What follows belongs to an exercise in optimizing a design on an open flow for small area; a production flow would make more cautious choices. At most, simulation tests tie the RTL to the original design; equivalence was not proved. Function not checked in runs 2 and 3: the RTL went through the layout flow alone.

## flow/standard.sh

```bash
#!/bin/bash
# synth_recipe.tcl (not shown) runs the flow's synth.tcl, then flattens the netlist and writes it again
# the make line also repeats each setting of config.mk as NAME=value (left out here)
make -C /OpenROAD-flow-scripts/flow DESIGN_CONFIG=/design/flow/config.mk WORK_HOME=/design/flow/orfs CLKGATE_MAP_FILE= SYNTH_SCRIPT=/design/flow/synth_recipe.tcl "${@:-finish}"
```

## flow/constraint.sdc

```tcl
create_clock -name core_clock -period 15.0 [get_ports {clk}]
set_input_delay 3.0000 -clock core_clock [delete_from_list [all_inputs] [get_ports {clk}]]
set_output_delay 3.0000 -clock core_clock [all_outputs]
set_load 0.01 [all_outputs]
```

## flow/config.mk

```make
export PLATFORM = sky130hd
export DESIGN_NAME = main
export DESIGN_NICKNAME = main
export VERILOG_FILES = /design/flow/design.v
export SDC_FILE = /design/flow/constraint.sdc
export NUM_CORES = 4
export LEC_CHECK = 0
export CAP_MARGIN = 20
export CORE_MARGIN = 2
export CORE_UTILIZATION = 40
export SLEW_MARGIN = 20
```

## flow/flow/run.sh

```bash
#!/bin/bash
# The standard layout (standard.sh: ORFS from synthesis to the final layout), with these
# changes, all made through ORFS's own variables:
#  - each port gets a sky130_fd_sc_hd__buf_1 as its buffer (buffer_ports -buffer_cell)
#    instead of the default clkdlybuf4s50_1;
#  - clock tree synthesis builds from clkbuf_4/clkbuf_8 and adds no dummy loads;
#  - after global routing's timing repair, repair_timing -recover_power downsizes gates
#    that have slack to spare (RECOVER_POWER).
# Synthesis is the standard one, unchanged. The make output goes to standard.log in the
# work folder; ORFS's per-step logs stay under orfs/logs/.
set -euo pipefail
bash standard.sh synth > synth.log 2>&1
export BUFFER_PORTS_ARGS="-buffer_cell sky130_fd_sc_hd__buf_1"
export CTS_ARGS="-sink_clustering_enable -repair_clock_nets -dont_use_dummy_load -buf_list {sky130_fd_sc_hd__clkbuf_4 sky130_fd_sc_hd__clkbuf_8}"
export RECOVER_POWER=${RECOVER_POWER_PCT:-100}
bash standard.sh finish > standard.log 2>&1
```

## flow/design.v

```verilog
module main(in, op, apply, tail, valid, empty, clk, reset);
    input clk, reset, apply;
    input [7:0] in;
    input [2:0] op;
    output [7:0] tail;
    output reg valid;
    output empty;
    reg [7:0] t, f0, f1, f2, f3;
    reg [2:0] size;
    assign tail = t;
    assign empty = (size == 3'd0);
    wire [7:0] a = f0;                         
    wire [7:0] b = (size == 3'd2) ? t : f1;    
    wire is_add = (op == 3'd2);
    wire is_mul = (op == 3'd3);
    wire is_sub = (op == 3'd4);
    wire is_quo = (op == 3'd5);
    wire is_rem = (op == 3'd6);
    wire is_div = is_quo | is_rem;
    wire [7:0] hz;
    assign hz[0] = 1'b1;
    assign hz[1] = hz[0] & ~a[7];
    assign hz[2] = hz[1] & ~a[6];
    assign hz[3] = hz[2] & ~a[5];
    assign hz[4] = hz[3] & ~a[4];
    assign hz[5] = hz[4] & ~a[3];
    assign hz[6] = hz[5] & ~a[2];
    assign hz[7] = hz[6] & ~a[1];
    wire [7:0] quo;
    wire [7:0] m0;   
    wire [0:0] d7_x, d7_y, d7_s, d7_r;
    wire [1:0] d7_c;
    assign d7_x = b[7];
    assign d7_y = ~a[0:0];
    assign d7_c[0] = 1'b1;
    assign d7_s[0] = d7_x[0] ^ d7_y[0] ^ d7_c[0];
    assign d7_c[1] = (d7_x[0] & d7_y[0]) | (d7_c[0] & (d7_x[0] ^ d7_y[0]));
    assign quo[7] = d7_c[1] & hz[7];
    assign d7_r = quo[7] ? d7_s : d7_x;
    wire [1:0] d6_x, d6_y, d6_s, d6_r;
    wire [2:0] d6_c;
    assign d6_x = {d7_r, b[6]};
    assign d6_y = ~a[1:0];
    assign d6_c[0] = 1'b1;
    assign d6_s[0] = d6_x[0] ^ d6_y[0] ^ d6_c[0];
    assign d6_c[1] = (d6_x[0] & d6_y[0]) | (d6_c[0] & (d6_x[0] ^ d6_y[0]));
    assign d6_s[1] = d6_x[1] ^ d6_y[1] ^ d6_c[1];
    assign d6_c[2] = (d6_x[1] & d6_y[1]) | (d6_c[1] & (d6_x[1] ^ d6_y[1]));
    assign quo[6] = d6_c[2] & hz[6];
    assign d6_r = quo[6] ? d6_s : d6_x;
    wire [2:0] d5_x, d5_y, d5_s, d5_r;
    wire [3:0] d5_c;
    assign d5_x = {d6_r, b[5]};
    assign d5_y = ~a[2:0];
    assign d5_c[0] = 1'b1;
    assign d5_s[0] = d5_x[0] ^ d5_y[0] ^ d5_c[0];
    assign d5_c[1] = (d5_x[0] & d5_y[0]) | (d5_c[0] & (d5_x[0] ^ d5_y[0]));
    assign d5_s[1] = d5_x[1] ^ d5_y[1] ^ d5_c[1];
    assign d5_c[2] = (d5_x[1] & d5_y[1]) | (d5_c[1] & (d5_x[1] ^ d5_y[1]));
    assign d5_s[2] = d5_x[2] ^ d5_y[2] ^ d5_c[2];
    assign d5_c[3] = (d5_x[2] & d5_y[2]) | (d5_c[2] & (d5_x[2] ^ d5_y[2]));
    assign quo[5] = d5_c[3] & hz[5];
    assign d5_r = quo[5] ? d5_s : d5_x;
    wire [3:0] d4_x, d4_y, d4_s, d4_r;
    wire [4:0] d4_c;
    assign d4_x = {d5_r, b[4]};
    assign d4_y = ~a[3:0];
    assign d4_c[0] = 1'b1;
    assign d4_s[0] = d4_x[0] ^ d4_y[0] ^ d4_c[0];
    assign d4_c[1] = (d4_x[0] & d4_y[0]) | (d4_c[0] & (d4_x[0] ^ d4_y[0]));
    assign d4_s[1] = d4_x[1] ^ d4_y[1] ^ d4_c[1];
    assign d4_c[2] = (d4_x[1] & d4_y[1]) | (d4_c[1] & (d4_x[1] ^ d4_y[1]));
    assign d4_s[2] = d4_x[2] ^ d4_y[2] ^ d4_c[2];
    assign d4_c[3] = (d4_x[2] & d4_y[2]) | (d4_c[2] & (d4_x[2] ^ d4_y[2]));
    assign d4_s[3] = d4_x[3] ^ d4_y[3] ^ d4_c[3];
    assign d4_c[4] = (d4_x[3] & d4_y[3]) | (d4_c[3] & (d4_x[3] ^ d4_y[3]));
    assign quo[4] = d4_c[4] & hz[4];
    assign d4_r = quo[4] ? d4_s : d4_x;
    wire [4:0] d3_x, d3_y, d3_s, d3_r;
    wire [5:0] d3_c;
    assign d3_x = {d4_r, b[3]};
    assign d3_y = ~a[4:0];
    assign d3_c[0] = 1'b1;
    assign d3_s[0] = d3_x[0] ^ d3_y[0] ^ d3_c[0];
    assign d3_c[1] = (d3_x[0] & d3_y[0]) | (d3_c[0] & (d3_x[0] ^ d3_y[0]));
    assign d3_s[1] = d3_x[1] ^ d3_y[1] ^ d3_c[1];
    assign d3_c[2] = (d3_x[1] & d3_y[1]) | (d3_c[1] & (d3_x[1] ^ d3_y[1]));
    assign d3_s[2] = d3_x[2] ^ d3_y[2] ^ d3_c[2];
    assign d3_c[3] = (d3_x[2] & d3_y[2]) | (d3_c[2] & (d3_x[2] ^ d3_y[2]));
    assign d3_s[3] = d3_x[3] ^ d3_y[3] ^ d3_c[3];
    assign d3_c[4] = (d3_x[3] & d3_y[3]) | (d3_c[3] & (d3_x[3] ^ d3_y[3]));
    assign d3_s[4] = d3_x[4] ^ d3_y[4] ^ d3_c[4];
    assign d3_c[5] = (d3_x[4] & d3_y[4]) | (d3_c[4] & (d3_x[4] ^ d3_y[4]));
    assign quo[3] = d3_c[5] & hz[3];
    assign d3_r = quo[3] ? d3_s : d3_x;
    wire [5:0] d2_x, d2_y, d2_s, d2_r;
    wire [6:0] d2_c;
    assign d2_x = {d3_r, b[2]};
    assign d2_y = ~a[5:0];
    assign d2_c[0] = 1'b1;
    assign d2_s[0] = d2_x[0] ^ d2_y[0] ^ d2_c[0];
    assign d2_c[1] = (d2_x[0] & d2_y[0]) | (d2_c[0] & (d2_x[0] ^ d2_y[0]));
    assign d2_s[1] = d2_x[1] ^ d2_y[1] ^ d2_c[1];
    assign d2_c[2] = (d2_x[1] & d2_y[1]) | (d2_c[1] & (d2_x[1] ^ d2_y[1]));
    assign d2_s[2] = d2_x[2] ^ d2_y[2] ^ d2_c[2];
    assign d2_c[3] = (d2_x[2] & d2_y[2]) | (d2_c[2] & (d2_x[2] ^ d2_y[2]));
    assign d2_s[3] = d2_x[3] ^ d2_y[3] ^ d2_c[3];
    assign d2_c[4] = (d2_x[3] & d2_y[3]) | (d2_c[3] & (d2_x[3] ^ d2_y[3]));
    assign d2_s[4] = d2_x[4] ^ d2_y[4] ^ d2_c[4];
    assign d2_c[5] = (d2_x[4] & d2_y[4]) | (d2_c[4] & (d2_x[4] ^ d2_y[4]));
    assign d2_s[5] = d2_x[5] ^ d2_y[5] ^ d2_c[5];
    assign d2_c[6] = (d2_x[5] & d2_y[5]) | (d2_c[5] & (d2_x[5] ^ d2_y[5]));
    assign quo[2] = d2_c[6] & hz[2];
    assign d2_r = quo[2] ? d2_s : d2_x;
    wire [6:0] d1_x, d1_y, d1_s, d1_r;
    wire [7:0] d1_c;
    assign d1_x = {d2_r, b[1]};
    assign d1_y = ~a[6:0];
    assign d1_c[0] = 1'b1;
    assign d1_s[0] = d1_x[0] ^ d1_y[0] ^ d1_c[0];
    assign d1_c[1] = (d1_x[0] & d1_y[0]) | (d1_c[0] & (d1_x[0] ^ d1_y[0]));
    assign d1_s[1] = d1_x[1] ^ d1_y[1] ^ d1_c[1];
    assign d1_c[2] = (d1_x[1] & d1_y[1]) | (d1_c[1] & (d1_x[1] ^ d1_y[1]));
    assign d1_s[2] = d1_x[2] ^ d1_y[2] ^ d1_c[2];
    assign d1_c[3] = (d1_x[2] & d1_y[2]) | (d1_c[2] & (d1_x[2] ^ d1_y[2]));
    assign d1_s[3] = d1_x[3] ^ d1_y[3] ^ d1_c[3];
    assign d1_c[4] = (d1_x[3] & d1_y[3]) | (d1_c[3] & (d1_x[3] ^ d1_y[3]));
    assign d1_s[4] = d1_x[4] ^ d1_y[4] ^ d1_c[4];
    assign d1_c[5] = (d1_x[4] & d1_y[4]) | (d1_c[4] & (d1_x[4] ^ d1_y[4]));
    assign d1_s[5] = d1_x[5] ^ d1_y[5] ^ d1_c[5];
    assign d1_c[6] = (d1_x[5] & d1_y[5]) | (d1_c[5] & (d1_x[5] ^ d1_y[5]));
    assign d1_s[6] = d1_x[6] ^ d1_y[6] ^ d1_c[6];
    assign d1_c[7] = (d1_x[6] & d1_y[6]) | (d1_c[6] & (d1_x[6] ^ d1_y[6]));
    assign quo[1] = d1_c[7] & hz[1];
    assign d1_r = quo[1] ? d1_s : d1_x;
    wire [7:0] d0_x, d0_y, d0_s, d0_r;
    wire [8:0] d0_c;
    assign d0_x = {d1_r, b[0]};
    assign d0_y = ~a[7:0];
    assign d0_c[0] = 1'b1;
    assign d0_s[0] = d0_x[0] ^ d0_y[0] ^ d0_c[0];
    assign d0_c[1] = (d0_x[0] & d0_y[0]) | (d0_c[0] & (d0_x[0] ^ d0_y[0]));
    assign d0_s[1] = d0_x[1] ^ d0_y[1] ^ d0_c[1];
    assign d0_c[2] = (d0_x[1] & d0_y[1]) | (d0_c[1] & (d0_x[1] ^ d0_y[1]));
    assign d0_s[2] = d0_x[2] ^ d0_y[2] ^ d0_c[2];
    assign d0_c[3] = (d0_x[2] & d0_y[2]) | (d0_c[2] & (d0_x[2] ^ d0_y[2]));
    assign d0_s[3] = d0_x[3] ^ d0_y[3] ^ d0_c[3];
    assign d0_c[4] = (d0_x[3] & d0_y[3]) | (d0_c[3] & (d0_x[3] ^ d0_y[3]));
    assign d0_s[4] = d0_x[4] ^ d0_y[4] ^ d0_c[4];
    assign d0_c[5] = (d0_x[4] & d0_y[4]) | (d0_c[4] & (d0_x[4] ^ d0_y[4]));
    assign d0_s[5] = d0_x[5] ^ d0_y[5] ^ d0_c[5];
    assign d0_c[6] = (d0_x[5] & d0_y[5]) | (d0_c[5] & (d0_x[5] ^ d0_y[5]));
    assign d0_s[6] = d0_x[6] ^ d0_y[6] ^ d0_c[6];
    assign d0_c[7] = (d0_x[6] & d0_y[6]) | (d0_c[6] & (d0_x[6] ^ d0_y[6]));
    assign d0_s[7] = d0_x[7] ^ d0_y[7] ^ d0_c[7];
    assign d0_c[8] = (d0_x[7] & d0_y[7]) | (d0_c[7] & (d0_x[7] ^ d0_y[7]));
    assign quo[0] = d0_c[8] & hz[0];
    assign d0_r = quo[0] ? d0_s : d0_x;
    wire [0:0] m7_r;
    assign m7_r = a[0] & b[7];
    wire [1:0] m6_r;
    wire [1:0] m6_s;
    wire [2:0] m6_c;
    assign m6_s[0] = a[0] & b[6];
    assign m6_c[1] = 1'b0;
    assign m6_s[1] = m7_r[0] ^ (a[1] & b[6]) ^ m6_c[1];
    assign m6_c[2] = (m7_r[0] & (a[1] & b[6])) | (m6_c[1] & (m7_r[0] ^ (a[1] & b[6])));
    assign m6_r = m6_s;
    wire [2:0] m5_r;
    wire [2:0] m5_s;
    wire [3:0] m5_c;
    assign m5_s[0] = a[0] & b[5];
    assign m5_c[1] = 1'b0;
    assign m5_s[1] = m6_r[0] ^ (a[1] & b[5]) ^ m5_c[1];
    assign m5_c[2] = (m6_r[0] & (a[1] & b[5])) | (m5_c[1] & (m6_r[0] ^ (a[1] & b[5])));
    assign m5_s[2] = m6_r[1] ^ (a[2] & b[5]) ^ m5_c[2];
    assign m5_c[3] = (m6_r[1] & (a[2] & b[5])) | (m5_c[2] & (m6_r[1] ^ (a[2] & b[5])));
    assign m5_r = m5_s;
    wire [3:0] m4_r;
    wire [3:0] m4_s;
    wire [4:0] m4_c;
    assign m4_s[0] = a[0] & b[4];
    assign m4_c[1] = 1'b0;
    assign m4_s[1] = m5_r[0] ^ (a[1] & b[4]) ^ m4_c[1];
    assign m4_c[2] = (m5_r[0] & (a[1] & b[4])) | (m4_c[1] & (m5_r[0] ^ (a[1] & b[4])));
    assign m4_s[2] = m5_r[1] ^ (a[2] & b[4]) ^ m4_c[2];
    assign m4_c[3] = (m5_r[1] & (a[2] & b[4])) | (m4_c[2] & (m5_r[1] ^ (a[2] & b[4])));
    assign m4_s[3] = m5_r[2] ^ (a[3] & b[4]) ^ m4_c[3];
    assign m4_c[4] = (m5_r[2] & (a[3] & b[4])) | (m4_c[3] & (m5_r[2] ^ (a[3] & b[4])));
    assign m4_r = m4_s;
    wire [4:0] m3_r;
    wire [4:0] m3_s;
    wire [5:0] m3_c;
    assign m3_s[0] = a[0] & b[3];
    assign m3_c[1] = 1'b0;
    assign m3_s[1] = m4_r[0] ^ (a[1] & b[3]) ^ m3_c[1];
    assign m3_c[2] = (m4_r[0] & (a[1] & b[3])) | (m3_c[1] & (m4_r[0] ^ (a[1] & b[3])));
    assign m3_s[2] = m4_r[1] ^ (a[2] & b[3]) ^ m3_c[2];
    assign m3_c[3] = (m4_r[1] & (a[2] & b[3])) | (m3_c[2] & (m4_r[1] ^ (a[2] & b[3])));
    assign m3_s[3] = m4_r[2] ^ (a[3] & b[3]) ^ m3_c[3];
    assign m3_c[4] = (m4_r[2] & (a[3] & b[3])) | (m3_c[3] & (m4_r[2] ^ (a[3] & b[3])));
    assign m3_s[4] = m4_r[3] ^ (a[4] & b[3]) ^ m3_c[4];
    assign m3_c[5] = (m4_r[3] & (a[4] & b[3])) | (m3_c[4] & (m4_r[3] ^ (a[4] & b[3])));
    assign m3_r = m3_s;
    wire [5:0] m2_r;
    wire [5:0] m2_s;
    wire [6:0] m2_c;
    assign m2_s[0] = a[0] & b[2];
    assign m2_c[1] = 1'b0;
    assign m2_s[1] = m3_r[0] ^ (a[1] & b[2]) ^ m2_c[1];
    assign m2_c[2] = (m3_r[0] & (a[1] & b[2])) | (m2_c[1] & (m3_r[0] ^ (a[1] & b[2])));
    assign m2_s[2] = m3_r[1] ^ (a[2] & b[2]) ^ m2_c[2];
    assign m2_c[3] = (m3_r[1] & (a[2] & b[2])) | (m2_c[2] & (m3_r[1] ^ (a[2] & b[2])));
    assign m2_s[3] = m3_r[2] ^ (a[3] & b[2]) ^ m2_c[3];
    assign m2_c[4] = (m3_r[2] & (a[3] & b[2])) | (m2_c[3] & (m3_r[2] ^ (a[3] & b[2])));
    assign m2_s[4] = m3_r[3] ^ (a[4] & b[2]) ^ m2_c[4];
    assign m2_c[5] = (m3_r[3] & (a[4] & b[2])) | (m2_c[4] & (m3_r[3] ^ (a[4] & b[2])));
    assign m2_s[5] = m3_r[4] ^ (a[5] & b[2]) ^ m2_c[5];
    assign m2_c[6] = (m3_r[4] & (a[5] & b[2])) | (m2_c[5] & (m3_r[4] ^ (a[5] & b[2])));
    assign m2_r = m2_s;
    wire [6:0] m1_r;
    wire [6:0] m1_s;
    wire [7:0] m1_c;
    assign m1_s[0] = a[0] & b[1];
    assign m1_c[1] = 1'b0;
    assign m1_s[1] = m2_r[0] ^ (a[1] & b[1]) ^ m1_c[1];
    assign m1_c[2] = (m2_r[0] & (a[1] & b[1])) | (m1_c[1] & (m2_r[0] ^ (a[1] & b[1])));
    assign m1_s[2] = m2_r[1] ^ (a[2] & b[1]) ^ m1_c[2];
    assign m1_c[3] = (m2_r[1] & (a[2] & b[1])) | (m1_c[2] & (m2_r[1] ^ (a[2] & b[1])));
    assign m1_s[3] = m2_r[2] ^ (a[3] & b[1]) ^ m1_c[3];
    assign m1_c[4] = (m2_r[2] & (a[3] & b[1])) | (m1_c[3] & (m2_r[2] ^ (a[3] & b[1])));
    assign m1_s[4] = m2_r[3] ^ (a[4] & b[1]) ^ m1_c[4];
    assign m1_c[5] = (m2_r[3] & (a[4] & b[1])) | (m1_c[4] & (m2_r[3] ^ (a[4] & b[1])));
    assign m1_s[5] = m2_r[4] ^ (a[5] & b[1]) ^ m1_c[5];
    assign m1_c[6] = (m2_r[4] & (a[5] & b[1])) | (m1_c[5] & (m2_r[4] ^ (a[5] & b[1])));
    assign m1_s[6] = m2_r[5] ^ (a[6] & b[1]) ^ m1_c[6];
    assign m1_c[7] = (m2_r[5] & (a[6] & b[1])) | (m1_c[6] & (m2_r[5] ^ (a[6] & b[1])));
    assign m1_r = m1_s;
    wire [7:0] m0_r;
    wire [7:0] m0_s;
    wire [8:0] m0_c;
    assign m0_s[0] = a[0] & b[0];
    assign m0_c[1] = 1'b0;
    assign m0_s[1] = m1_r[0] ^ (a[1] & b[0]) ^ m0_c[1];
    assign m0_c[2] = (m1_r[0] & (a[1] & b[0])) | (m0_c[1] & (m1_r[0] ^ (a[1] & b[0])));
    assign m0_s[2] = m1_r[1] ^ (a[2] & b[0]) ^ m0_c[2];
    assign m0_c[3] = (m1_r[1] & (a[2] & b[0])) | (m0_c[2] & (m1_r[1] ^ (a[2] & b[0])));
    assign m0_s[3] = m1_r[2] ^ (a[3] & b[0]) ^ m0_c[3];
    assign m0_c[4] = (m1_r[2] & (a[3] & b[0])) | (m0_c[3] & (m1_r[2] ^ (a[3] & b[0])));
    assign m0_s[4] = m1_r[3] ^ (a[4] & b[0]) ^ m0_c[4];
    assign m0_c[5] = (m1_r[3] & (a[4] & b[0])) | (m0_c[4] & (m1_r[3] ^ (a[4] & b[0])));
    assign m0_s[5] = m1_r[4] ^ (a[5] & b[0]) ^ m0_c[5];
    assign m0_c[6] = (m1_r[4] & (a[5] & b[0])) | (m0_c[5] & (m1_r[4] ^ (a[5] & b[0])));
    assign m0_s[6] = m1_r[5] ^ (a[6] & b[0]) ^ m0_c[6];
    assign m0_c[7] = (m1_r[5] & (a[6] & b[0])) | (m0_c[6] & (m1_r[5] ^ (a[6] & b[0])));
    assign m0_s[7] = m1_r[6] ^ (a[7] & b[0]) ^ m0_c[7];
    assign m0_c[8] = (m1_r[6] & (a[7] & b[0])) | (m0_c[7] & (m1_r[6] ^ (a[7] & b[0])));
    assign m0_r = m0_s;
    wire [7:0] prod = m0_r;
    wire [7:0] rem = d0_r;
    wire [7:0] as_s;
    wire [8:0] as_c;
    wire [7:0] as_y = a ^ {8{is_sub}};
    assign as_c[0] = is_sub;
    assign as_s[0] = b[0] ^ as_y[0] ^ as_c[0];
    assign as_c[1] = (b[0] & as_y[0]) | (as_c[0] & (b[0] ^ as_y[0]));
    assign as_s[1] = b[1] ^ as_y[1] ^ as_c[1];
    assign as_c[2] = (b[1] & as_y[1]) | (as_c[1] & (b[1] ^ as_y[1]));
    assign as_s[2] = b[2] ^ as_y[2] ^ as_c[2];
    assign as_c[3] = (b[2] & as_y[2]) | (as_c[2] & (b[2] ^ as_y[2]));
    assign as_s[3] = b[3] ^ as_y[3] ^ as_c[3];
    assign as_c[4] = (b[3] & as_y[3]) | (as_c[3] & (b[3] ^ as_y[3]));
    assign as_s[4] = b[4] ^ as_y[4] ^ as_c[4];
    assign as_c[5] = (b[4] & as_y[4]) | (as_c[4] & (b[4] ^ as_y[4]));
    assign as_s[5] = b[5] ^ as_y[5] ^ as_c[5];
    assign as_c[6] = (b[5] & as_y[5]) | (as_c[5] & (b[5] ^ as_y[5]));
    assign as_s[6] = b[6] ^ as_y[6] ^ as_c[6];
    assign as_c[7] = (b[6] & as_y[6]) | (as_c[6] & (b[6] ^ as_y[6]));
    assign as_s[7] = b[7] ^ as_y[7] ^ as_c[7];
    assign as_c[8] = (b[7] & as_y[7]) | (as_c[7] & (b[7] ^ as_y[7]));
    wire [7:0] as = as_s;
    wire [7:0] res = is_quo ? quo : is_rem ? rem : is_mul ? prod : as;
    wire push = (op == 3'd0);
    wire pop  = (op == 3'd1);
    wire two  = size[2] | size[1];             
    wire good = push ? (size != 3'd5) :
                pop  ? (size != 3'd0) :
                (op == 3'd7) ? 1'b0 :
                is_div ? (two & (a != 8'd0)) : two;
    wire ok = apply & good;
    wire [7:0] nv = push ? in : res;
    always @(posedge clk or posedge reset)
        if (reset) begin
            valid <= 1'b1;
            size <= 3'd0;
        end else if (apply) begin
            if (!good) valid <= 1'b0;
            else size <= push ? size + 3'd1 : size - 3'd1;
        end
    always @(posedge clk)
        if (ok) begin
            if (!pop) t <= nv;
            if (push) begin
                if (size <= 3'd1) f0 <= t;
                if (size <= 3'd2) f1 <= t;
                if (size <= 3'd3) f2 <= t;
                f3 <= t;
            end else if (pop) begin
                f0 <= f1;
                f1 <= f2;
                f2 <= f3;
            end else begin
                f0 <= (size > 3'd3) ? f2 : t;
                f1 <= (size > 3'd4) ? f3 : t;
                f2 <= t;
                f3 <= t;
            end
        end
endmodule
```

==> results of run 1 <==
==> repair_timing <==
action / 4_1_cts / 5_1_grt
buffers inserted: 0 / 3
setup endpoints to repair: 1 / 8
cloned: 0 / 0
pin swaps: 0 / 4
resized for setup: 5 / 19
==> metrics by stage <==
step	instances	instance area (um2)
after global routing	703	5470
after CTS	700	5370
final	703	5470
after floorplan	521	4930
after detailed placement	695	5290
after global placement	695	5290
==> worst max-delay path: cells and delay by family, from the launching register on <==
kind | cells | cell delay, ns
AO/OA/AOI/OAI | 8 | 1.22
adder cells (fa/ha/maj) | 29 | 9.00
multiplexers | 4 | 0.95
AND/OR/NAND/NOR | 13 | 2.06
flip-flops | 1 | 0.41
buffers and inverters | 7 | 0.45
==> metal layers <==
| layer | vias up | wire [um] |
|---|---|---|
| met5 | - | 0 |
| met4 | 0 | 279 |
| met3 | 24 | 520 |
| met2 | 118 | 6250 |
| met1 | 1885 | 5530 |
| li1 | 1849 | - |
==> worst min path at each step <==
| stage | start | cells past startpoint | end |
|---|---|---|---|
| finish | valid$_DFFE_PP1P_ | 1 | valid$_DFFE_PP1P_ |
| CTS | valid$_DFFE_PP1P_ | 1 | valid$_DFFE_PP1P_ |
| global route | valid$_DFFE_PP1P_ | 1 | valid$_DFFE_PP1P_ |
| detailed placement | valid$_DFFE_PP1P_ | 1 | valid$_DFFE_PP1P_ |
| floorplan | valid$_DFFE_PP1P_ | 1 | valid$_DFFE_PP1P_ |
| global placement | valid$_DFFE_PP1P_ | 1 | valid$_DFFE_PP1P_ |
==> registers in the layout, summed over array words and instances, names as in the netlist <==
signal and count:
f2 8, valid 1, f0 8, f3 8
t 8, size 3, f1 8
==> cells by family (layout without fill, tap and decap cells) <==
| kind of cell | count (synthesis) | in the layout |
|---|---|---|
| AO/OA/AOI/OAI | 95 | 95 |
| buffers and inverters | 69 | 104 |
| flip-flops | 44 | 44 |
| XOR/XNOR | 23 | 23 |
| AND/OR/NAND/NOR | 175 | 175 |
| adder cells (fa/ha/maj) | 82 | 82 |
| multiplexers | 33 | 33 |
==> synthesized netlist by cell type, types with 3 or more instances <==
master    instances  area share, %
o22ai_1          21            2.7
inv_1            45            3.4
and2_1            5           0.63
nor2_1           87            6.6
edfxtp_1         40             24
nand2_1          55            4.2
o211ai_1          3           0.46
nand2b_1          4           0.51
a21oi_1          23            2.3
o21ai_1           4           0.41
maj3_1            5            1.0
o21ai_0          17            1.7
fa_1             49             20
dfrtp_1           3            1.5
mux2i_1          14            2.8
buf_2             3           0.30
and3_1            3           0.38
xnor2_1          21            3.7
inv_2             4           0.30
nand3_1           7           0.71
clkbuf_1         12           0.91
ha_1             28            7.1
mux2_2           13            3.0
==> final cells by class <==
type / count / area [um2]
well taps: 147 / 184
inverters: 51 / 191
clock buffers: 5 / 68.8
flip-flops and latches: 44 / 1300
multi-input cells: 408 / 3450
repair buffers: 48 / 267
fillers: 1153 / 6550
==> cells in the final DEF (no fill, tap or decap), types with 3 or more instances in the layout <==
cell | Yosys | routed
maj3_1 | 5 | 5
nand2_1 | 55 | 55
dfrtp_1 | 3 | 3
and3_1 | 3 | 3
mux2_1 | 0 | 6
clkbuf_8 | 0 | 5
nand3_1 | 7 | 4
nor2_1 | 87 | 87
o21ai_0 | 17 | 15
nand2b_1 | 4 | 4
and2_1 | 5 | 3
o21ai_1 | 4 | 3
inv_1 | 45 | 45
mux2i_4 | 2 | 3
a21oi_1 | 23 | 23
mux2_2 | 13 | 7
xnor2_1 | 21 | 21
edfxtp_1 | 40 | 40
buf_4 | 0 | 23
o22ai_1 | 21 | 21
fa_2 | 0 | 4
buf_1 | 2 | 23
fa_1 | 49 | 45
mux2i_1 | 14 | 12
o211ai_1 | 3 | 3
inv_2 | 4 | 4
mux2i_2 | 2 | 3
ha_1 | 28 | 28
o21ai_2 | 0 | 3
==> results by group, run 1 <==
Outcome
  • Status: complete, no violations

STA
  • Final hold vios: 0
  • Period utilisation layout: between 90 and 100%
  • Setup WS post-layout: approximately 0.65 ns
  • Final setup violation count: 0
  • Final Hold Slack: around 0.46 ns
  • Setup_tns: 0 ns
  • Final Skew: 0.0235 ns
  • Fin crit period: approximately 14 ns
  • F_max: 69.7 MHz
  • Worst-Margin Slew: between 1 and 1.5 ns
  • Slew Limit Fails: 0
  • Relative slew slack: 11.9%

Setup path
  • Worst setup startpoint: size[2]$_DFFE_PP0P_
  • Critical path's slowest cell: fa_1
  • RR Startpoint: size[2]$_DFFE_PP0P_
  • Crit path capture type: register
  • Reg2reg end: t[7]$_DFFE_PP_
  • Register-to-register setup slack: ~0.65 ns
  • Req. time, crit path: ~15 ns
  • WS Path Type: reg -> reg
  • Crit path DAT: ~14 ns
  • Setup crit start kind: register
  • Worst setup endpoint: t[7]$_DFFE_PP_
  • Critical path fanouts, max: 6
  • Depth of the most critical reg-to-reg path: 61
  • Max incr delay on CP: roughly 0.43 ns
  • Most frequent CP cell: fa_1

Global route
  • Largest net degree at the start of global routing: 34
  • GRT overflow: 0
  • GRT met3 Usage: 1.79%
  • Initial antenna violation count: 0
  • Layer carrying the most global-route usage: met2
  • GRT Total Usage: between 20% and 30%
  • First-pass GRT wire length: 20.6 mm
  • Met1 usage in global routing: between 20% and 30%
  • Vias in the first global route: a little under 4000
  • Grt met2 use: roughly a third

Die
  • Initial Util: about two fifths
  • Die Area: approximately 13000 um2
  • Core ar.: roughly 12000 um2
  • I/O pins: 24
  • Std-Cell Rows: 40
  • Die width: between 100 and 150 um
  • Die Y: 115 um

Synth
  • Synth warn: 1
  • Portion of netlist area occupied by mux cells: 7.89%
  • Synth Cell Area: 4930 um2
  • Post-Synth XOR/XNOR Area: 4.08%
  • Predominant post-synthesis flop cell: edfxtp_1
  • Gate Count Post-Synth: about 520
  • Syn nets: ~600
  • Adder-Cell Fraction of Synth Area: 28.0%
  • Synth Area in Simple Gates: around 15%
  • Count of cell types in the netlist: 64
  • Sequential share of the synthesized area: around a quarter
  • Largest family of logic cells by synthesized area: adder cells
  • Synthesis-stage register bit count: 44
  • Synth Area in Compound Gates: between 10 and 15%
  • Synth Area per Inst: between 9 and 10 um2
  • Post-synth EDFFs: 40
  • Async set-reset flop share out of synthesis: a little under a tenth

Clock tree
  • Worst-path clk slew: 0.07 ns
  • Worst-Skew Late Latency: roughly 0.3 ns
  • Clk sinks: between 40 and 50
  • CTS tree: built
  • H-tree levels: 2
  • Num CTS Buffers: 5
  • Root Buffer: clkbuf_8
  • CTS Buffer Depth: 2
  • Post-CTS Hold Buffers: 0

Cells and area
  • Area grow syn2layout: 10.8%
  • Antenna diodes: 0
  • Nets: roughly 650
  • Final Util: 45.5%
  • Fraction of layout cells with a size suffix above 1: 13.1%

Routing
  • Antenna-violating nets left: 0
  • TritonRoute pass-1 iters: 5
  • DR iter-0 viols: around 240
  • DR DRC count: 0
  • Routed WL: about 13 mm
  • Vias per inst: between 5 and 6
  • Via count: 3876
  • WL per Instance: about 18 um

Placement
  • Detailed Place HPWL: between 9 and 10 mm
  • # port buffers: 23
  • Worst slack, placed: -0.125 ns
  • Gpl congestion: 0.946

Job
  • Max-cap violation count: 0

Min path
  • Class of the worst hold path: reg -> reg
==> run 2: changes to the inputs <==
--- a/flow/design.v
+++ b/flow/design.v
@@ -11,4 +11,10 @@
     assign empty = (size == 3'd0);
-    wire [7:0] a = f0;                         
-    wire [7:0] b = (size == 3'd2) ? t : f1;    
+    reg [7:0] a, b;                            
+    always @(*)
+        case (size)
+            3'd2: begin a = f3; b = t;  end
+            3'd3: begin a = f2; b = f3; end
+            3'd4: begin a = f1; b = f2; end
+            default: begin a = f0; b = f1; end
+        endcase
     wire is_add = (op == 3'd2);
@@ -239,20 +245,23 @@
     wire [7:0] m0_r;
-    wire [7:0] m0_s;
+    wire [7:0] m0_x = is_mul ? {m1_r, 1'b0} : b;
+    wire [7:0] m0_y = is_mul ? (a & {8{b[0]}}) : (a ^ {8{is_sub}});
     wire [8:0] m0_c;
-    assign m0_s[0] = a[0] & b[0];
-    assign m0_c[1] = 1'b0;
-    assign m0_s[1] = m1_r[0] ^ (a[1] & b[0]) ^ m0_c[1];
-    assign m0_c[2] = (m1_r[0] & (a[1] & b[0])) | (m0_c[1] & (m1_r[0] ^ (a[1] & b[0])));
-    assign m0_s[2] = m1_r[1] ^ (a[2] & b[0]) ^ m0_c[2];
-    assign m0_c[3] = (m1_r[1] & (a[2] & b[0])) | (m0_c[2] & (m1_r[1] ^ (a[2] & b[0])));
-    assign m0_s[3] = m1_r[2] ^ (a[3] & b[0]) ^ m0_c[3];
-    assign m0_c[4] = (m1_r[2] & (a[3] & b[0])) | (m0_c[3] & (m1_r[2] ^ (a[3] & b[0])));
-    assign m0_s[4] = m1_r[3] ^ (a[4] & b[0]) ^ m0_c[4];
-    assign m0_c[5] = (m1_r[3] & (a[4] & b[0])) | (m0_c[4] & (m1_r[3] ^ (a[4] & b[0])));
-    assign m0_s[5] = m1_r[4] ^ (a[5] & b[0]) ^ m0_c[5];
-    assign m0_c[6] = (m1_r[4] & (a[5] & b[0])) | (m0_c[5] & (m1_r[4] ^ (a[5] & b[0])));
-    assign m0_s[6] = m1_r[5] ^ (a[6] & b[0]) ^ m0_c[6];
-    assign m0_c[7] = (m1_r[5] & (a[6] & b[0])) | (m0_c[6] & (m1_r[5] ^ (a[6] & b[0])));
-    assign m0_s[7] = m1_r[6] ^ (a[7] & b[0]) ^ m0_c[7];
-    assign m0_c[8] = (m1_r[6] & (a[7] & b[0])) | (m0_c[7] & (m1_r[6] ^ (a[7] & b[0])));
+    wire [7:0] m0_s;
+    assign m0_c[0] = ~is_mul & is_sub;
+    assign m0_s[0] = m0_x[0] ^ m0_y[0] ^ m0_c[0];
+    assign m0_c[1] = (m0_x[0] & m0_y[0]) | (m0_c[0] & (m0_x[0] ^ m0_y[0]));
+    assign m0_s[1] = m0_x[1] ^ m0_y[1] ^ m0_c[1];
+    assign m0_c[2] = (m0_x[1] & m0_y[1]) | (m0_c[1] & (m0_x[1] ^ m0_y[1]));
+    assign m0_s[2] = m0_x[2] ^ m0_y[2] ^ m0_c[2];
+    assign m0_c[3] = (m0_x[2] & m0_y[2]) | (m0_c[2] & (m0_x[2] ^ m0_y[2]));
+    assign m0_s[3] = m0_x[3] ^ m0_y[3] ^ m0_c[3];
+    assign m0_c[4] = (m0_x[3] & m0_y[3]) | (m0_c[3] & (m0_x[3] ^ m0_y[3]));
+    assign m0_s[4] = m0_x[4] ^ m0_y[4] ^ m0_c[4];
+    assign m0_c[5] = (m0_x[4] & m0_y[4]) | (m0_c[4] & (m0_x[4] ^ m0_y[4]));
+    assign m0_s[5] = m0_x[5] ^ m0_y[5] ^ m0_c[5];
+    assign m0_c[6] = (m0_x[5] & m0_y[5]) | (m0_c[5] & (m0_x[5] ^ m0_y[5]));
+    assign m0_s[6] = m0_x[6] ^ m0_y[6] ^ m0_c[6];
+    assign m0_c[7] = (m0_x[6] & m0_y[6]) | (m0_c[6] & (m0_x[6] ^ m0_y[6]));
+    assign m0_s[7] = m0_x[7] ^ m0_y[7] ^ m0_c[7];
+    assign m0_c[8] = (m0_x[7] & m0_y[7]) | (m0_c[7] & (m0_x[7] ^ m0_y[7]));
     assign m0_r = m0_s;
@@ -260,23 +269,3 @@
     wire [7:0] rem = d0_r;
-    wire [7:0] as_s;
-    wire [8:0] as_c;
-    wire [7:0] as_y = a ^ {8{is_sub}};
-    assign as_c[0] = is_sub;
-    assign as_s[0] = b[0] ^ as_y[0] ^ as_c[0];
-    assign as_c[1] = (b[0] & as_y[0]) | (as_c[0] & (b[0] ^ as_y[0]));
-    assign as_s[1] = b[1] ^ as_y[1] ^ as_c[1];
-    assign as_c[2] = (b[1] & as_y[1]) | (as_c[1] & (b[1] ^ as_y[1]));
-    assign as_s[2] = b[2] ^ as_y[2] ^ as_c[2];
-    assign as_c[3] = (b[2] & as_y[2]) | (as_c[2] & (b[2] ^ as_y[2]));
-    assign as_s[3] = b[3] ^ as_y[3] ^ as_c[3];
-    assign as_c[4] = (b[3] & as_y[3]) | (as_c[3] & (b[3] ^ as_y[3]));
-    assign as_s[4] = b[4] ^ as_y[4] ^ as_c[4];
-    assign as_c[5] = (b[4] & as_y[4]) | (as_c[4] & (b[4] ^ as_y[4]));
-    assign as_s[5] = b[5] ^ as_y[5] ^ as_c[5];
-    assign as_c[6] = (b[5] & as_y[5]) | (as_c[5] & (b[5] ^ as_y[5]));
-    assign as_s[6] = b[6] ^ as_y[6] ^ as_c[6];
-    assign as_c[7] = (b[6] & as_y[6]) | (as_c[6] & (b[6] ^ as_y[6]));
-    assign as_s[7] = b[7] ^ as_y[7] ^ as_c[7];
-    assign as_c[8] = (b[7] & as_y[7]) | (as_c[7] & (b[7] ^ as_y[7]));
-    wire [7:0] as = as_s;
+    wire [7:0] as = m0_r;
     wire [7:0] res = is_quo ? quo : is_rem ? rem : is_mul ? prod : as;
@@ -300,19 +289,8 @@
     always @(posedge clk)
-        if (ok) begin
-            if (!pop) t <= nv;
-            if (push) begin
-                if (size <= 3'd1) f0 <= t;
-                if (size <= 3'd2) f1 <= t;
-                if (size <= 3'd3) f2 <= t;
-                f3 <= t;
-            end else if (pop) begin
-                f0 <= f1;
-                f1 <= f2;
-                f2 <= f3;
-            end else begin
-                f0 <= (size > 3'd3) ? f2 : t;
-                f1 <= (size > 3'd4) ? f3 : t;
-                f2 <= t;
-                f3 <= t;
-            end
+        if (ok & ~pop) begin
+            t <= nv;
+            f0 <= f1;
+            f1 <= f2;
+            f2 <= f3;
+            f3 <= t;
         end
==> flow/run.sh (new file) <==
#!/bin/bash
# synth_recipe.tcl (not shown) runs the flow's synth.tcl, then flattens the netlist and writes it again
# the make line also repeats each setting of config.mk as NAME=value (left out here)
make -C /OpenROAD-flow-scripts/flow DESIGN_CONFIG=/design/flow/config.mk WORK_HOME=/design/flow/orfs CLKGATE_MAP_FILE= SYNTH_SCRIPT=/design/flow/synth_recipe.tcl finish
removed: flow/flow/run.sh
removed: flow/standard.sh
==> run 2 against run 1 <==
Compared with the run above: now fails the layout checks on negative setup slack; cell count rose by 13%; synthesized cell count fell by 1.3%; count of clock-buffer cells in the layout rose by 2; core utilization rose by 9.1 points; die area rose by 0.47%; synthesized area rose by 0.48%; register-to-register slack got worse by 1.2 ns; maximum frequency fell by 7.6%; critical endpoint is now t[1]$_DFFE_PP_; largest cell class unchanged.
==> results by group, run 2 <==
Outcome
  • Status: complete, but fails checks (was complete, no violations)
  • Fail Reasons: negative setup slack

Routing
  • Vias per inst: 5.45 (was 5.51)
  • WL per Instance: 18.3 um (was 17.9 um)
  • TritonRoute pass-1 iters: 5 (unchanged)
  • Via count: 4340 (was 3876)
  • Antenna-violating nets left: 0 (unchanged)
  • DR iter-0 viols: 280 (was 243)
  • DR DRC count: 0 (unchanged)
  • Routed WL: 14.6 mm (was 12.6 mm)

Synth
  • Async set-reset flop share out of synthesis: 9.09% (unchanged)
  • Sequential share of the synthesized area: 26.3% (was 26.4%)
  • Yosys top cell area share: 24.2% (was 24.3%)
  • Synthesis-stage register bit count: 44 (unchanged)
  • Synth cell count leaders: inv_1 (49), nand2_1 (48), nor2_1 (47) (was nor2_1 (87), nand2_1 (55), fa_1 (49))
  • Gate Count Post-Synth: 514 (was 521)
  • Synth Cell Area: 4960 um2 (was 4930 um2)
  • Post-synth EDFFs: 40 (unchanged)
  • Most frequent cell after synthesis: inv_1 (was nor2_1)
  • Synth area leader: edfxtp_1 (unchanged)
  • Syn nets: 595 (was 612)
  • Ranking of synthesized cells by area: edfxtp_1 (24%), fa_1 (19%), ha_1 (5.3%), inv_1 (3.7%), nand2_1 (3.6%) (was edfxtp_1 (24%), fa_1 (20%), ha_1 (7.1%), nor2_1 (6.6%), nand2_1 (4.2%))
  • Count of cell types in the netlist: 78 (was 64)
  • Predominant post-synthesis flop cell: edfxtp_1 (unchanged)
  • Synth Area per Inst: 9.64 um2 (was 9.47 um2)
  • Synth warn: 1 (unchanged)

Setup path
  • Most frequent CP cell: fa_2 (was fa_1)
  • WS Path Type: reg -> reg (unchanged)
  • RR Startpoint: size[1]$_DFFE_PP0P_ (was size[2]$_DFFE_PP0P_)
  • Crit. path cell count: 62 (was 61)
  • Register-to-register setup slack: -0.53 ns (was 0.65 ns)
  • Req. time, crit path: 15.15 ns (was 15.01 ns)
  • Worst setup endpoint: t[1]$_DFFE_PP_ (was t[7]$_DFFE_PP_)
  • Reg2reg end: t[1]$_DFFE_PP_ (was t[7]$_DFFE_PP_)
  • Cell family with most CP delay: adder cells (unchanged)
  • Depth of the most critical reg-to-reg path: 62 (was 61)
  • Critical path fanouts, max: 7 (was 6)
  • Critical path's slowest cell: dfrtp_2 (was fa_1)
  • Buffers and inverters on the worst path: 9 (was 7)
  • Worst setup startpoint: size[1]$_DFFE_PP0P_ (was size[2]$_DFFE_PP0P_)
  • Crit path capture type: register (unchanged)
  • Max incr delay on CP: 0.46 ns (was 0.43 ns)
  • Setup crit start kind: register (unchanged)
  • Crit path DAT: 15.68 ns (was 14.37 ns)

Die
  • Initial Util: 41.1% (about the same)
  • Std-Cell Rows: 40 (unchanged)
  • I/O pins: 24 (unchanged)
  • Die Area: 13300 um2 (was 13200 um2)
  • Die Y: 115 um (about the same)
  • Core ar.: 12100 um2 (was 12000 um2)
  • Die width: 115 um (about the same)

STA
  • Final Skew: 0.00443 ns (was 0.0235 ns)
  • Relative slew slack: 35.4% (was 11.9%)
  • Slew Limit Fails: 0 (unchanged)
  • RSZ-0062 raised after global routing: yes
  • Final hold vios: 0 (unchanged)
  • F_max: 64.4 MHz (was 69.7 MHz)
  • Fin crit period: 15.53 ns (was 14.35 ns)
  • Worst-Margin Slew: 0.970 ns (was 1.32 ns)
  • Setup WS post-layout: -0.531 ns (was 0.647 ns)
  • Final setup violation count: 8 (was 0)
  • Period utilisation layout: 104% (was 95.7%)

Cells and area
  • Commonest cells after routing, fill and taps aside: buf_4 (105), nand2_1 (46), nor2_1 (46), inv_1 (40), edfxtp_1 (40) (was nor2_1 (87), nand2_1 (55), inv_1 (45), fa_1 (45), edfxtp_1 (40))
  • Most common cell after layout, fill and taps aside: buf_4 (was nor2_1)
  • Nets: 709 (was 649)
  • Fraction of layout cells with a size suffix above 1: 36.2% (was 13.1%)
  • Design area: 6580 um2 (was 5470 um2)
  • Area grow syn2layout: 32.8% (was 10.8%)
  • Antenna diodes: 0 (unchanged)
  • Fill cells: 1046 (was 1153)

Clock tree
  • Root Buffer: clkbuf_16 (was clkbuf_8)
  • Num CTS Buffers: 5 (unchanged)
  • CTS Buffer Depth: 2 (unchanged)
  • H-tree levels: 2 (unchanged)
  • Worst-Skew Late Latency: 0.29 ns (was 0.30 ns)
  • CTS tree: built (unchanged)
  • Clk sinks: 44 (unchanged)
  • Worst-path clk slew: 0.06 ns (was 0.07 ns)

Placement
  • # port buffers: 23 (unchanged)
  • Detailed Place HPWL: 11.1 mm (was 9.98 mm)
  • Gpl congestion: 0.923 (was 0.946)
  • Post-placement cell area: 6010 um2 (was 5290 um2)

Global route
  • Largest net degree at the start of global routing: 41 (was 34)
  • Vias in the first global route: 4404 (was 3929)
  • First-pass GRT wire length: 23.3 mm (was 20.6 mm)
  • GRT overflow: 0 (unchanged)
  • Initial antenna violation count: 0 (unchanged)
  • GRT Total Usage: 22.8% (was 20.0%)

Min path
  • Class of the worst hold path: reg -> reg (unchanged)

Job
  • Max-cap violation count: 0 (unchanged)
-- run 2: metrics by stage --
| step | setup slack, ns | hold WS (ns) | instances | util, % | setup TNS [ns] |
|---|---|---|---|---|---|
| final | -0.531 | 0.456 | 797 | 54.6 | -3.35 |
| after global placement | -0.493 | 0.429 | 756 | 49.8 | -2.82 |
| after floorplan | -0.370 | 0.418 | 514 | - | -1.87 |
| after global routing | -1.07 | 0.478 | 797 | 54.6 | -7.48 |
| after detailed placement | -0.709 | 0.438 | 756 | 49.8 | -4.33 |
| after CTS | -0.530 | 0.457 | 794 | 54.0 | -3.22 |
-- run 2: kinds of logic after synthesis --
kind of cell	after synthesis	synth area share, %
AO/OA/AOI/OAI	124	18.1
adder cells (fa/ha/maj)	69	24.3
AND/OR/NAND/NOR	164	17.2
XOR/XNOR	18	3.48
multiplexers	17	3.71
flip-flops	44	26.3
buffers and inverters	78	6.94
-- run 2: cell type report --
class,instances,area (um2),area share [%]
repair buffers,134,1090,16.5
multi-input cells,392,3620,55.1
flip-flops and latches,44,1310,19.8
inverters,51,191,2.91
well taps,168,210,3.19
clock inverters,1,30.0,0.456
clock buffers,7,133,2.02
-- run 2: what timing repair did --
item | 4_1_cts | 5_1_grt
hold buffers | 0 | 0
cloned | 1 | 0
endpoints found under the setup margin | 8 | 8
pin swaps | 14 | 10
resized for setup | 29 | 11
setup buffers | 29 | 3
-- run 2: worst min-delay path by stage --
| stage | slack [ns] | start | cells after the start | to |
|---|---|---|---|---|
| 2_1_floorplan | 0.42 | f3[6]$_DFFE_PP_ | 0 | f2[6]$_DFFE_PP_ |
| 3_3_place_gp | 0.43 | f3[7]$_DFFE_PP_ | 0 | f2[7]$_DFFE_PP_ |
| 3_5_place_dp | 0.44 | f3[3]$_DFFE_PP_ | 0 | f2[3]$_DFFE_PP_ |
| 4_1_cts | 0.46 | f3[1]$_DFFE_PP_ | 0 | f2[1]$_DFFE_PP_ |
| 5_1_grt | 0.48 | valid$_DFFE_PP1P_ | 1 | valid$_DFFE_PP1P_ |
| 6_report | 0.46 | f3[1]$_DFFE_PP_ | 0 | f2[1]$_DFFE_PP_ |
-- run 2: routing by layer --
| metal | global-route usage [%] | part of all wire (%) |
|---|---|---|
| met1 | 30.0 | 44 |
| met2 | 39.6 | 50 |
| met3 | 1.90 | 3.6 |
| met4 | 7.87 | 2.2 |
| met5 | 0 | 0 |
==> run 3: changes to the inputs <==
--- a/flow/design.v
+++ b/flow/design.v
@@ -86,5 +86,5 @@
     wire [5:0] d3_c;
-    assign d3_x = {d4_r, b[3]};
-    assign d3_y = ~a[4:0];
-    assign d3_c[0] = 1'b1;
+    assign d3_x = is_div ? {d4_r, b[3]} : {m4_r, 1'b0};
+    assign d3_y = is_div ? ~a[4:0] : (a[4:0] & {5{b[3]}});
+    assign d3_c[0] = is_div;
     assign d3_s[0] = d3_x[0] ^ d3_y[0] ^ d3_c[0];
@@ -100,8 +100,8 @@
     assign quo[3] = d3_c[5] & hz[3];
-    assign d3_r = quo[3] ? d3_s : d3_x;
+    assign d3_r = (quo[3] | ~is_div) ? d3_s : d3_x;
     wire [5:0] d2_x, d2_y, d2_s, d2_r;
     wire [6:0] d2_c;
-    assign d2_x = {d3_r, b[2]};
-    assign d2_y = ~a[5:0];
-    assign d2_c[0] = 1'b1;
+    assign d2_x = {d3_r, is_div & b[2]};
+    assign d2_y = is_div ? ~a[5:0] : (a[5:0] & {6{b[2]}});
+    assign d2_c[0] = is_div;
     assign d2_s[0] = d2_x[0] ^ d2_y[0] ^ d2_c[0];
@@ -119,8 +119,8 @@
     assign quo[2] = d2_c[6] & hz[2];
-    assign d2_r = quo[2] ? d2_s : d2_x;
+    assign d2_r = (quo[2] | ~is_div) ? d2_s : d2_x;
     wire [6:0] d1_x, d1_y, d1_s, d1_r;
     wire [7:0] d1_c;
-    assign d1_x = {d2_r, b[1]};
-    assign d1_y = ~a[6:0];
-    assign d1_c[0] = 1'b1;
+    assign d1_x = {d2_r, is_div & b[1]};
+    assign d1_y = is_div ? ~a[6:0] : (a[6:0] & {7{b[1]}});
+    assign d1_c[0] = is_div;
     assign d1_s[0] = d1_x[0] ^ d1_y[0] ^ d1_c[0];
@@ -140,8 +140,8 @@
     assign quo[1] = d1_c[7] & hz[1];
-    assign d1_r = quo[1] ? d1_s : d1_x;
+    assign d1_r = (quo[1] | ~is_div) ? d1_s : d1_x;
     wire [7:0] d0_x, d0_y, d0_s, d0_r;
     wire [8:0] d0_c;
-    assign d0_x = {d1_r, b[0]};
-    assign d0_y = ~a[7:0];
-    assign d0_c[0] = 1'b1;
+    assign d0_x = {d1_r, is_div & b[0]};
+    assign d0_y = is_div ? ~a[7:0] : (a[7:0] & {8{b[0]}});
+    assign d0_c[0] = is_div;
     assign d0_s[0] = d0_x[0] ^ d0_y[0] ^ d0_c[0];
@@ -163,3 +163,3 @@
     assign quo[0] = d0_c[8] & hz[0];
-    assign d0_r = quo[0] ? d0_s : d0_x;
+    assign d0_r = (quo[0] | ~is_div) ? d0_s : d0_x;
     wire [0:0] m7_r;
@@ -196,76 +196,25 @@
     assign m4_r = m4_s;
-    wire [4:0] m3_r;
-    wire [4:0] m3_s;
-    wire [5:0] m3_c;
-    assign m3_s[0] = a[0] & b[3];
-    assign m3_c[1] = 1'b0;
-    assign m3_s[1] = m4_r[0] ^ (a[1] & b[3]) ^ m3_c[1];
-    assign m3_c[2] = (m4_r[0] & (a[1] & b[3])) | (m3_c[1] & (m4_r[0] ^ (a[1] & b[3])));
-    assign m3_s[2] = m4_r[1] ^ (a[2] & b[3]) ^ m3_c[2];
-    assign m3_c[3] = (m4_r[1] & (a[2] & b[3])) | (m3_c[2] & (m4_r[1] ^ (a[2] & b[3])));
-    assign m3_s[3] = m4_r[2] ^ (a[3] & b[3]) ^ m3_c[3];
-    assign m3_c[4] = (m4_r[2] & (a[3] & b[3])) | (m3_c[3] & (m4_r[2] ^ (a[3] & b[3])));
-    assign m3_s[4] = m4_r[3] ^ (a[4] & b[3]) ^ m3_c[4];
-    assign m3_c[5] = (m4_r[3] & (a[4] & b[3])) | (m3_c[4] & (m4_r[3] ^ (a[4] & b[3])));
-    assign m3_r = m3_s;
-    wire [5:0] m2_r;
-    wire [5:0] m2_s;
-    wire [6:0] m2_c;
-    assign m2_s[0] = a[0] & b[2];
-    assign m2_c[1] = 1'b0;
-    assign m2_s[1] = m3_r[0] ^ (a[1] & b[2]) ^ m2_c[1];
-    assign m2_c[2] = (m3_r[0] & (a[1] & b[2])) | (m2_c[1] & (m3_r[0] ^ (a[1] & b[2])));
-    assign m2_s[2] = m3_r[1] ^ (a[2] & b[2]) ^ m2_c[2];
-    assign m2_c[3] = (m3_r[1] & (a[2] & b[2])) | (m2_c[2] & (m3_r[1] ^ (a[2] & b[2])));
-    assign m2_s[3] = m3_r[2] ^ (a[3] & b[2]) ^ m2_c[3];
-    assign m2_c[4] = (m3_r[2] & (a[3] & b[2])) | (m2_c[3] & (m3_r[2] ^ (a[3] & b[2])));
-    assign m2_s[4] = m3_r[3] ^ (a[4] & b[2]) ^ m2_c[4];
-    assign m2_c[5] = (m3_r[3] & (a[4] & b[2])) | (m2_c[4] & (m3_r[3] ^ (a[4] & b[2])));
-    assign m2_s[5] = m3_r[4] ^ (a[5] & b[2]) ^ m2_c[5];
-    assign m2_c[6] = (m3_r[4] & (a[5] & b[2])) | (m2_c[5] & (m3_r[4] ^ (a[5] & b[2])));
-    assign m2_r = m2_s;
-    wire [6:0] m1_r;
-    wire [6:0] m1_s;
-    wire [7:0] m1_c;
-    assign m1_s[0] = a[0] & b[1];
-    assign m1_c[1] = 1'b0;
-    assign m1_s[1] = m2_r[0] ^ (a[1] & b[1]) ^ m1_c[1];
-    assign m1_c[2] = (m2_r[0] & (a[1] & b[1])) | (m1_c[1] & (m2_r[0] ^ (a[1] & b[1])));
-    assign m1_s[2] = m2_r[1] ^ (a[2] & b[1]) ^ m1_c[2];
-    assign m1_c[3] = (m2_r[1] & (a[2] & b[1])) | (m1_c[2] & (m2_r[1] ^ (a[2] & b[1])));
-    assign m1_s[3] = m2_r[2] ^ (a[3] & b[1]) ^ m1_c[3];
-    assign m1_c[4] = (m2_r[2] & (a[3] & b[1])) | (m1_c[3] & (m2_r[2] ^ (a[3] & b[1])));
-    assign m1_s[4] = m2_r[3] ^ (a[4] & b[1]) ^ m1_c[4];
-    assign m1_c[5] = (m2_r[3] & (a[4] & b[1])) | (m1_c[4] & (m2_r[3] ^ (a[4] & b[1])));
-    assign m1_s[5] = m2_r[4] ^ (a[5] & b[1]) ^ m1_c[5];
-    assign m1_c[6] = (m2_r[4] & (a[5] & b[1])) | (m1_c[5] & (m2_r[4] ^ (a[5] & b[1])));
-    assign m1_s[6] = m2_r[5] ^ (a[6] & b[1]) ^ m1_c[6];
-    assign m1_c[7] = (m2_r[5] & (a[6] & b[1])) | (m1_c[6] & (m2_r[5] ^ (a[6] & b[1])));
-    assign m1_r = m1_s;
-    wire [7:0] m0_r;
-    wire [7:0] m0_x = is_mul ? {m1_r, 1'b0} : b;
-    wire [7:0] m0_y = is_mul ? (a & {8{b[0]}}) : (a ^ {8{is_sub}});
-    wire [8:0] m0_c;
-    wire [7:0] m0_s;
-    assign m0_c[0] = ~is_mul & is_sub;
-    assign m0_s[0] = m0_x[0] ^ m0_y[0] ^ m0_c[0];
-    assign m0_c[1] = (m0_x[0] & m0_y[0]) | (m0_c[0] & (m0_x[0] ^ m0_y[0]));
-    assign m0_s[1] = m0_x[1] ^ m0_y[1] ^ m0_c[1];
-    assign m0_c[2] = (m0_x[1] & m0_y[1]) | (m0_c[1] & (m0_x[1] ^ m0_y[1]));
-    assign m0_s[2] = m0_x[2] ^ m0_y[2] ^ m0_c[2];
-    assign m0_c[3] = (m0_x[2] & m0_y[2]) | (m0_c[2] & (m0_x[2] ^ m0_y[2]));
-    assign m0_s[3] = m0_x[3] ^ m0_y[3] ^ m0_c[3];
-    assign m0_c[4] = (m0_x[3] & m0_y[3]) | (m0_c[3] & (m0_x[3] ^ m0_y[3]));
-    assign m0_s[4] = m0_x[4] ^ m0_y[4] ^ m0_c[4];
-    assign m0_c[5] = (m0_x[4] & m0_y[4]) | (m0_c[4] & (m0_x[4] ^ m0_y[4]));
-    assign m0_s[5] = m0_x[5] ^ m0_y[5] ^ m0_c[5];
-    assign m0_c[6] = (m0_x[5] & m0_y[5]) | (m0_c[5] & (m0_x[5] ^ m0_y[5]));
-    assign m0_s[6] = m0_x[6] ^ m0_y[6] ^ m0_c[6];
-    assign m0_c[7] = (m0_x[6] & m0_y[6]) | (m0_c[6] & (m0_x[6] ^ m0_y[6]));
-    assign m0_s[7] = m0_x[7] ^ m0_y[7] ^ m0_c[7];
-    assign m0_c[8] = (m0_x[7] & m0_y[7]) | (m0_c[7] & (m0_x[7] ^ m0_y[7]));
-    assign m0_r = m0_s;
-    wire [7:0] prod = m0_r;
+    wire [7:0] prod = d0_r;
     wire [7:0] rem = d0_r;
-    wire [7:0] as = m0_r;
+    wire [7:0] as_s;
+    wire [8:0] as_c;
+    wire [7:0] as_y = a ^ {8{is_sub}};
+    assign as_c[0] = is_sub;
+    assign as_s[0] = b[0] ^ as_y[0] ^ as_c[0];
+    assign as_c[1] = (b[0] & as_y[0]) | (as_c[0] & (b[0] ^ as_y[0]));
+    assign as_s[1] = b[1] ^ as_y[1] ^ as_c[1];
+    assign as_c[2] = (b[1] & as_y[1]) | (as_c[1] & (b[1] ^ as_y[1]));
+    assign as_s[2] = b[2] ^ as_y[2] ^ as_c[2];
+    assign as_c[3] = (b[2] & as_y[2]) | (as_c[2] & (b[2] ^ as_y[2]));
+    assign as_s[3] = b[3] ^ as_y[3] ^ as_c[3];
+    assign as_c[4] = (b[3] & as_y[3]) | (as_c[3] & (b[3] ^ as_y[3]));
+    assign as_s[4] = b[4] ^ as_y[4] ^ as_c[4];
+    assign as_c[5] = (b[4] & as_y[4]) | (as_c[4] & (b[4] ^ as_y[4]));
+    assign as_s[5] = b[5] ^ as_y[5] ^ as_c[5];
+    assign as_c[6] = (b[5] & as_y[5]) | (as_c[5] & (b[5] ^ as_y[5]));
+    assign as_s[6] = b[6] ^ as_y[6] ^ as_c[6];
+    assign as_c[7] = (b[6] & as_y[6]) | (as_c[6] & (b[6] ^ as_y[6]));
+    assign as_s[7] = b[7] ^ as_y[7] ^ as_c[7];
+    assign as_c[8] = (b[7] & as_y[7]) | (as_c[7] & (b[7] ^ as_y[7]));
+    wire [7:0] as = as_s;
     wire [7:0] res = is_quo ? quo : is_rem ? rem : is_mul ? prod : as;
==> run 3 against run 2 <==
Compared with the run above: flip-flop and latch count did not move; the layout still fails its checks (negative setup slack); critical path depth rose by 6; synthesized cell count fell by 3.1%; highest routed layer unchanged.
==> results by group, run 3 <==
Outcome
  • Status: complete, but fails checks (unchanged)
  • Fail Reasons: negative setup slack (unchanged)

STA
  • Final setup violation count: 7 (was 8)
  • Final Skew: 0.00573 ns (was 0.00443 ns)
  • Setup_tns: -0.455 ns (was -3.35 ns)
  • F_max: 66.1 MHz (was 64.4 MHz)
  • Fin crit period: 15.12 ns (was 15.53 ns)
  • Slew Limit Fails: 0 (unchanged)
  • RSZ-0062 raised after global routing: yes (unchanged)
  • Period utilisation layout: 101% (was 104%)
  • Setup WS post-layout: -0.119 ns (was -0.531 ns)

Setup path
  • Max incr delay on CP: 0.46 ns (about the same)
  • Critical path fanouts, max: 6 (was 7)
  • Critical path's slowest cell: dfrtp_2 (unchanged)
  • Crit path capture type: register (unchanged)
  • Req. time, crit path: 15.04 ns (was 15.15 ns)
  • Most frequent CP cell: fa_2 (unchanged)

Synth
  • Sequential share of the synthesized area: 27.4% (was 26.3%)
  • Post-synth EDFFs: 40 (unchanged)
  • Gate Count Post-Synth: 498 (was 514)
  • Predominant post-synthesis flop cell: edfxtp_1 (unchanged)
  • Synth Cell Area: 4760 um2 (was 4960 um2)
  • Syn nets: 563 (was 595)
  • Yosys top cell area share: 25.2% (was 24.2%)
  • Ranking of synthesized cells by area: edfxtp_1 (25%), fa_1 (17%), mux2i_1 (5.5%), o21ai_0 (4.4%), inv_1 (3.1%) (was edfxtp_1 (24%), fa_1 (19%), ha_1 (5.3%), inv_1 (3.7%), nand2_1 (3.6%))
  • Async set-reset flop share out of synthesis: 9.09% (unchanged)
  • Synthesis-stage register bit count: 44 (unchanged)
  • Synth Area per Inst: 9.56 um2 (was 9.64 um2)

Clock tree
  • Root Buffer: clkbuf_16 (unchanged)
  • CTS Buffer Depth: 2 (unchanged)
  • Worst-path clk slew: 0.06 ns (about the same)
  • H-tree levels: 2 (unchanged)
  • Num CTS Buffers: 5 (unchanged)
  • Worst-Skew Late Latency: 0.29 ns (about the same)
  • Clk sinks: 44 (unchanged)

Global route
  • Initial antenna violation count: 0 (unchanged)
  • Grt met2 use: 40.0% (was 39.6%)
  • GRT overflow: 0 (unchanged)
  • Layer carrying the most global-route usage: met2 (unchanged)
  • Vias in the first global route: 4403 (was 4404)
  • GRT Total Usage: 23.5% (was 22.8%)
  • Largest net degree at the start of global routing: 28 (was 41)
  • Met1 usage in global routing: 31.8% (was 30.0%)
  • First-pass GRT wire length: 23.5 mm (was 23.3 mm)
  • GRT met3 Usage: 2.36% (was 1.90%)

Cells and area
  • Fill cells: 1006 (was 1046)
  • Area grow syn2layout: 40.8% (was 32.8%)
  • Commonest cells after routing, fill and taps aside: buf_4 (115), edfxtp_1 (40), nand2_1 (35), o21ai_0 (31), fa_2 (28) (was buf_4 (105), nand2_1 (46), nor2_1 (46), inv_1 (40), edfxtp_1 (40))
  • Most common cell after layout, fill and taps aside: buf_4 (unchanged)
  • Non-Filler Instances: 766 (was 797)

Routing
  • DR DRC count: 0 (unchanged)
  • Via count: 4360 (was 4340)
  • WL per Instance: 19.4 um (was 18.3 um)
  • Antenna-violating nets left: 0 (unchanged)
  • DR iter-0 viols: 326 (was 280)

Die
  • I/O pins: 24 (unchanged)
  • Die Area: 12800 um2 (was 13300 um2)
  • Core ar.: 11500 um2 (was 12100 um2)
  • Std-Cell Rows: 39 (was 40)
  • Die width: 113 um (was 115 um)

Job
  • Max-cap violation count: 0 (unchanged)

Min path
  • Class of the worst hold path: reg -> reg (unchanged)
==> run 3: changes by cell type in the layout (fill, tap and decap cells not counted), moves of 10 or more <==
cell      previous run  this run
mux2i_1              6        21
inv_1               40        26
o211ai_1             3        14
nand2_1             46        35
buf_4              105       115
nor2_1              46        24
ha_1                19         9
==> run 3: per-layer routing <==
metal | up-vias | wire, um
met5 | - | 0
met4 | 0 | 381
met1 | 2180 | 6470
li1 | 2041 | -
met2 | 122 | 7450
met3 | 17 | 555
==> run 3: through the flow <==
| step | instance area (um2) | setup slack, ns | utilization, % |
|---|---|---|---|
| 5_1_grt | 6710 | -0.746 | 58.2 |
| 4_1_cts | 6530 | -0.108 | 56.7 |
| 2_1_floorplan | 5090 | -0.176 | - |
| 3_3_place_gp | 6060 | -0.488 | 52.6 |
| 3_5_place_dp | 6060 | -0.591 | 52.6 |
| 6_report | 6710 | -0.119 | 58.2 |
==> run 3: final timing paths <==
path                                       endpoint  slack [ns]  cells after the start           startpoint
min in group asynchronous       size[1]$_DFFE_PP0P_        2.90                      2                reset
worst min register to register      f2[2]$_DFFE_PP_        0.47                      0      f3[2]$_DFFE_PP_
worst max-delay path                 t[4]$_DFFE_PP_       -0.12                     68  size[0]$_DFFE_PP0P_
worst min-delay path                f2[2]$_DFFE_PP_        0.47                      0      f3[2]$_DFFE_PP_
worst max register to register       t[4]$_DFFE_PP_       -0.12                     68  size[0]$_DFFE_PP0P_
max in group asynchronous         valid$_DFFE_PP1P_       11.87                      2                reset
==> run 3: final cells by class <==
class	instances	area, um2	share of cell area (%)
Multi-Input combinational cell	386	3730	55.7
Sequential cell	44	1310	19.5
Timing Repair Buffer	146	1200	18.0
Tap cell	143	179	2.67
Inverter	39	146	2.18
Clock buffer	5	125	1.87
Clock inverter	3	13.8	0.205
==> run 3: worst max-delay path: cells and delay by family, from the launching register on <==
kind	cells	cell delay [ns]
compound gates	15	2.49
fa+ha+maj	28	9.04
buf+inv	12	0.76
flops	1	0.46
mux	4	1.16
simple gates	9	0.93
==> run 3: what timing repair did <==
| action | CTS | global route |
|---|---|---|
| gates resized for setup | 47 | 21 |
| pin swaps | 24 | 15 |
| setup endpoints to repair | 8 | 8 |
| hold endpoints to repair | 0 | 0 |
| hold buffers | 0 | 0 |
| setup buffers | 22 | 10 |
| cloned | 1 | 0 |
==> run 3: cells by family after synthesis <==
kind of cell | synth area share, %
AOI/OAI and AO/OA | 20.2
buffers and inverters | 5.83
xor gates and xnor gates | 3.23
muxes | 8.78
and+or+nand+nor | 14.2
DFF | 27.4
adders and majority gates | 20.3

## what the ideal ports hide
No port has a modelled driver above. Below, the same layouts with a new extraction and two added sets of constraints. Step 1 sets driving cells, clkbuf_16 on the clock port and buf_2 on the other inputs (assumed; they add their load-dependent delay and slew). Step 2, shift: input delay + t, output delay - t, t = (earliest + latest rising clock arrival at the registers) / 2. This alone moves slack from input paths to output paths. a / b / c = ideal / step 1 / step 2; a / b = the first two.
| run | t, ns | setup WS [ns] | slew at the worst register clock pin (ns) | cell pins on the clock port's net |
|---|---|---|---|---|
| run 1 | 0.310 | 0.647 / 0.647 / 0.647 | 0.09 / 0.09 | 1 |
| run 2 | 0.320 | -0.531 / -0.531 / -0.531 | 0.06 / 0.06 | 1 |
| run 3 | 0.324 | -0.119 / -0.119 / -0.119 | 0.06 / 0.06 | 1 |
